Source: an optimization exercise on an open RTL-to-GDS flow (aim: small area, a short achievable clock period and few clock cycles per item). Production flows keep margins and buffers that such runs may drop. At most, simulation tests tie the RTL to the original design; equivalence was not proved. Power is estimated from default activity; no workload was simulated.

## run A
==> flow/design.v (excerpt) <==
module simon2share(clk, data_ina, data_inb, data_rdy, cipher_out, Done, Trig);
Size: roughly 3500 cells after synthesis, roughly 530 flip-flops, roughly 0.031 mm² of cells after synthesis.
export LEC_CHECK = 0
export ABC_AREA = 1
export CAP_MARGIN = 20
export CORE_MARGIN = 2
export CORE_UTILIZATION = 45
export SETUP_SLACK_MARGIN = 1.9
export SLEW_MARGIN = 20
create_clock -name core_clock -period 4.2 [get_ports {clk}]
run.sh (not shown) runs the stock make flow with config.mk's settings and CLKGATE_MAP_FILE= SYNTH_SCRIPT=/design/flow/synth_recipe.tcl, a recipe that flattens the netlist after the stock synthesis.
Run A did not stop at any stage, and its layout met the timing, DRC and antenna checks.
Testbench counts of run A, summed over its fixed seeds: cycles 201,728, encryptions 512.
## Diff of input files: run B against run A
-- flow/config.mk --
<<< run A, line 9
export CAP_MARGIN = 20
export CORE_MARGIN = 2
export CORE_UTILIZATION = 45
export SETUP_SLACK_MARGIN = 1.9
export SLEW_MARGIN = 20
>>> run B, line 9
export CAP_MARGIN = 20
export CORE_MARGIN = 2
export CORE_UTILIZATION = 60
export SETUP_SLACK_MARGIN = 1.7
export SLEW_MARGIN = 20
==> comparison <==
Per the comparison of run B with run A, number of optimization iterations in the first detailed-route pass -1, final period demand of the worst path +0.13 ns, multi-input combinational cell count held. Compared with run A, run B shows detailed-route wire length higher by 4500 µm.
Changes in run C relative to run B:
==> flow/flow/run.sh (new file) <==
#!/bin/bash
# Standard ORFS layout (the standard.sh, standard synthesis unchanged) with three changes:
#  - port buffers are plain buf_2 cells instead of the delay cells buffer_ports picks by default;
#  - timing repair may change a cell's footprint (so it can resize those port buffers);
#  - before the placement-stage repair_design, a max fanout of 16 is set so that high-fanout
#    nets get a balanced buffer tree.
set -uo pipefail
here=$(pwd)
bash standard.sh \
  MATCH_CELL_FOOTPRINT=0 \
  "BUFFER_PORTS_ARGS=-buffer_cell sky130_fd_sc_hd__buf_2" \
  PRE_RESIZE_TCL=$here/flow/pre_resize.tcl \
  finish > standard.log 2>&1
status=$?
cp -r orfs/logs orfs_logs 2>/dev/null
exit $status
==> flow/flow/pre_resize.tcl (new file) <==
# Guide repair_design: split high-fanout nets into buffer trees.
set_max_fanout 16 [current_design]
==> flow/standard.sh (new file) <==
#!/bin/bash
# synth_recipe.tcl (not shown) runs the flow's synth.tcl, then flattens the netlist and writes it again
# the make line also repeats each setting of config.mk as NAME=value (left out here)
make -C /OpenROAD-flow-scripts/flow DESIGN_CONFIG=/design/flow/config.mk WORK_HOME=/design/flow/orfs CLKGATE_MAP_FILE= SYNTH_SCRIPT=/design/flow/synth_recipe.tcl "${@:-finish}"
-- flow/config.mk --
<<< run B, line 9
export CAP_MARGIN = 20
export CORE_MARGIN = 2
export CORE_UTILIZATION = 60
export SETUP_SLACK_MARGIN = 1.7
export SLEW_MARGIN = 20
>>> run C, line 9
export CAP_MARGIN = 20
export CORE_MARGIN = 2
export CORE_UTILIZATION = 45
export SETUP_SLACK_MARGIN = 1.9
export SLEW_MARGIN = 20
removed: flow/run.sh
==> notes.md <==
- Run C vs run B — setup slack dropped 0.032 ns.
- [compare] base=run B new=run C: path length in cells of the critical path about even, switching power total now sits higher, relative slew slack shows an increase of 9.4 points.
- Compared with run B, area occupied by multi-input gates in run C increased slightly.
- [run C] transition time at the pin with the least slew margin fell 0.14 ns relative to run B
- Run C does worse than run B on global-route wire length before repair.
- Power sits higher in run C than in run B.
- Run C: post-synthesis to final-layout area growth is 2.9 points higher than what run B reported.
- Final routed wirelength across all metal layers: run C > run B
[inputs] run D vs run C
==> flow/run.sh (new file) <==
#!/bin/bash
# synth_recipe.tcl (not shown) runs the flow's synth.tcl, then flattens the netlist and writes it again
# the make line also repeats each setting of config.mk as NAME=value (left out here)
make -C /OpenROAD-flow-scripts/flow DESIGN_CONFIG=/design/flow/config.mk WORK_HOME=/design/flow/orfs CLKGATE_MAP_FILE= SYNTH_SCRIPT=/design/flow/synth_recipe.tcl finish
-- flow/config.mk --
<<< run C, line 6
export NUM_CORES = 4
export LEC_CHECK = 0
export ABC_AREA = 1
export CAP_MARGIN = 20
export CORE_MARGIN = 2
>>> run D, line 6
export NUM_CORES = 4
export LEC_CHECK = 0
export ABC_CLOCK_PERIOD_IN_PS = 2300
export CAP_MARGIN = 20
export CORE_MARGIN = 2
removed: flow/flow/run.sh
removed: flow/flow/pre_resize.tcl
removed: flow/standard.sh
Findings:
- Looking at fmax across run C and run D, the one that comes out higher is run D.
- Worst path setup slack after routing (lower): run C
- Of run C and run D, run D shows the lower worst path arrival time, with run C above it.
- Run D reached the end of the flow, and the finished layout is clean on the timing, DRC and antenna checks.
- The instance area after placement reported for run D is greater than that of run C by about 0.6%.
- Per the comparison of run D with run C, gate count after technology mapping -about 4%, non-clock inverter total of the final layout decreased 209.

simon2share, a different RTL version from the one above (not shown whole).
Size: ~2,900 cells after synthesis, about 560 flip-flops, about 140 I/O pins, about 31,000 µm² of cells after synthesis.
export LEC_CHECK = 0
export CAP_MARGIN = 20
export CORE_MARGIN = 2
export CORE_UTILIZATION = 65
export CTS_CLUSTER_DIAMETER = 80
export CTS_CLUSTER_SIZE = 24
export PLACE_DENSITY = 0.72
export SETUP_SLACK_MARGIN = 1.85
export SLEW_MARGIN = 20
create_clock -name core_clock -period 4.2 [get_ports {clk}]
standard.sh (not shown) runs the stock make flow with config.mk's settings and CLKGATE_MAP_FILE= SYNTH_SCRIPT=/design/flow/synth_recipe.tcl, a recipe that flattens the netlist after the stock synthesis.
==> flow/flow/run.sh <==
#!/bin/bash
# Standard ORFS layout (the standard.sh, standard synthesis unchanged) with two changes:
#  - port buffers are plain buf_2 cells instead of the delay cells buffer_ports picks by default;
#  - timing repair after CTS may change a cell's footprint (so it can resize those buffers).
# The make output goes to standard.log; each ORFS step keeps its own log under orfs/logs.
set -uo pipefail
bash standard.sh \
  MATCH_CELL_FOOTPRINT=0 \
  "BUFFER_PORTS_ARGS=-buffer_cell sky130_fd_sc_hd__buf_2" \
  finish > standard.log 2>&1
The starting point completed with no timing, DRC or antenna violations.
Then changed:
==> flow/flow/run.sh (replaced) <==
#!/bin/bash
# Standard ORFS layout (the standard.sh, standard synthesis unchanged) with three changes:
#  - port buffers are plain buf_2 cells instead of the delay cells buffer_ports picks by default;
#  - timing repair after CTS may change a cell's footprint (so it can resize those buffers);
#  - after the placement-stage repair_design, flow/split_out.tcl gives each state register
#    that feeds cipher_out a private net to its output gate (its other loads move behind a buffer).
# The make output goes to standard.log; each ORFS step keeps its own log under orfs/logs.
set -uo pipefail
here=$(pwd)
bash standard.sh \
  MATCH_CELL_FOOTPRINT=0 \
  "BUFFER_PORTS_ARGS=-buffer_cell sky130_fd_sc_hd__buf_2" \
  POST_RESIZE_TCL=$here/flow/split_out.tcl \
  finish > standard.log 2>&1
==> flow/flow/split_out.tcl (new file) <==
# Give each state register that feeds cipher_out a private path to its output
# gate: every other load of the register's net is moved behind a new buffer.
proc reaches_cipher_out {pin depth} {
  set cell [get_cells -of_objects $pin]
  foreach op [get_pins -quiet -of_objects $cell -filter "direction==output"] {
    set net [get_nets -quiet -of_objects $op]
    if {$net eq ""} { continue }
    foreach port [get_ports -quiet -of_objects $net] {
      if {[string match "cipher_out*" [get_full_name $port]]} { return 1 }
    }
    if {$depth > 0} {
      foreach p [get_pins -quiet -of_objects $net -filter "direction==input"] {
        if {[reaches_cipher_out $p [expr {$depth - 1}]]} { return 1 }
      }
    }
  }
  return 0
}
set n_split 0
foreach net [get_nets -quiet {Xa[*] Xb[*] Ya[*] Yb[*]}] {
  set keep {}
  set move {}
  foreach p [get_pins -quiet -of_objects $net -filter "direction==input"] {
    if {[reaches_cipher_out $p 2]} { lappend keep $p } else { lappend move $p }
  }
  if {[llength $keep] > 0 && [llength $move] > 1} {
    insert_buffer -buffer_cell sky130_fd_sc_hd__buf_1 -net $net -load_pins $move
    incr n_split
  }
}
puts "split_out: buffered the internal loads of $n_split output-feeding registers"
The new run finished with timing, DRC and antenna clean.
Sequential power came out lower by about a fifth.
Critical path depth stays the same.
Worst setup slack is better by 17 ps.
Combinational power came out higher by a quarter to a third.
Synthesized area stays the same.
Non-clock buffer count came out higher by 153.
Function was not checked in any run of this note: the RTL went through the layout flow alone.

## separate check: timing with driven ports
In the flow no input, the clock included, has a driving cell. The finished layouts below were timed again as built, in two steps. Step 1 sets driving cells, clkbuf_16 on the clock port and buf_2 on the other inputs (assumed; they add their load-dependent delay and slew). Step 2 also shifts input and output timing later by t, the mid clock arrival at the registers, as if the neighbouring blocks saw the same clock. Three values: ideal, step 1, step 2; two values: the first two.
run | shift t [ns] | setup WS [ns] | pins driven straight from the clock port
run A | 0.651 | 1.511 / 1.451 / 1.347 | 1
run B | 0.684 | 1.384 / 1.320 / 1.446 | 1
run C | 0.689 | 1.352 / 1.293 / 1.251 | 1
run D | 0.687 | 1.628 / 1.568 / 1.435 | 1
the first run of note 2 | 0.636 | 1.854 / 1.795 / 1.912 | 1
the second run of note 2 | 0.631 | 1.871 / 1.813 / 1.915 | 1
After both steps every run listed still meets setup and hold. The setup slack of run D, which loses most, moves by -0.060 ns with the drivers and by -0.193 ns with both steps.
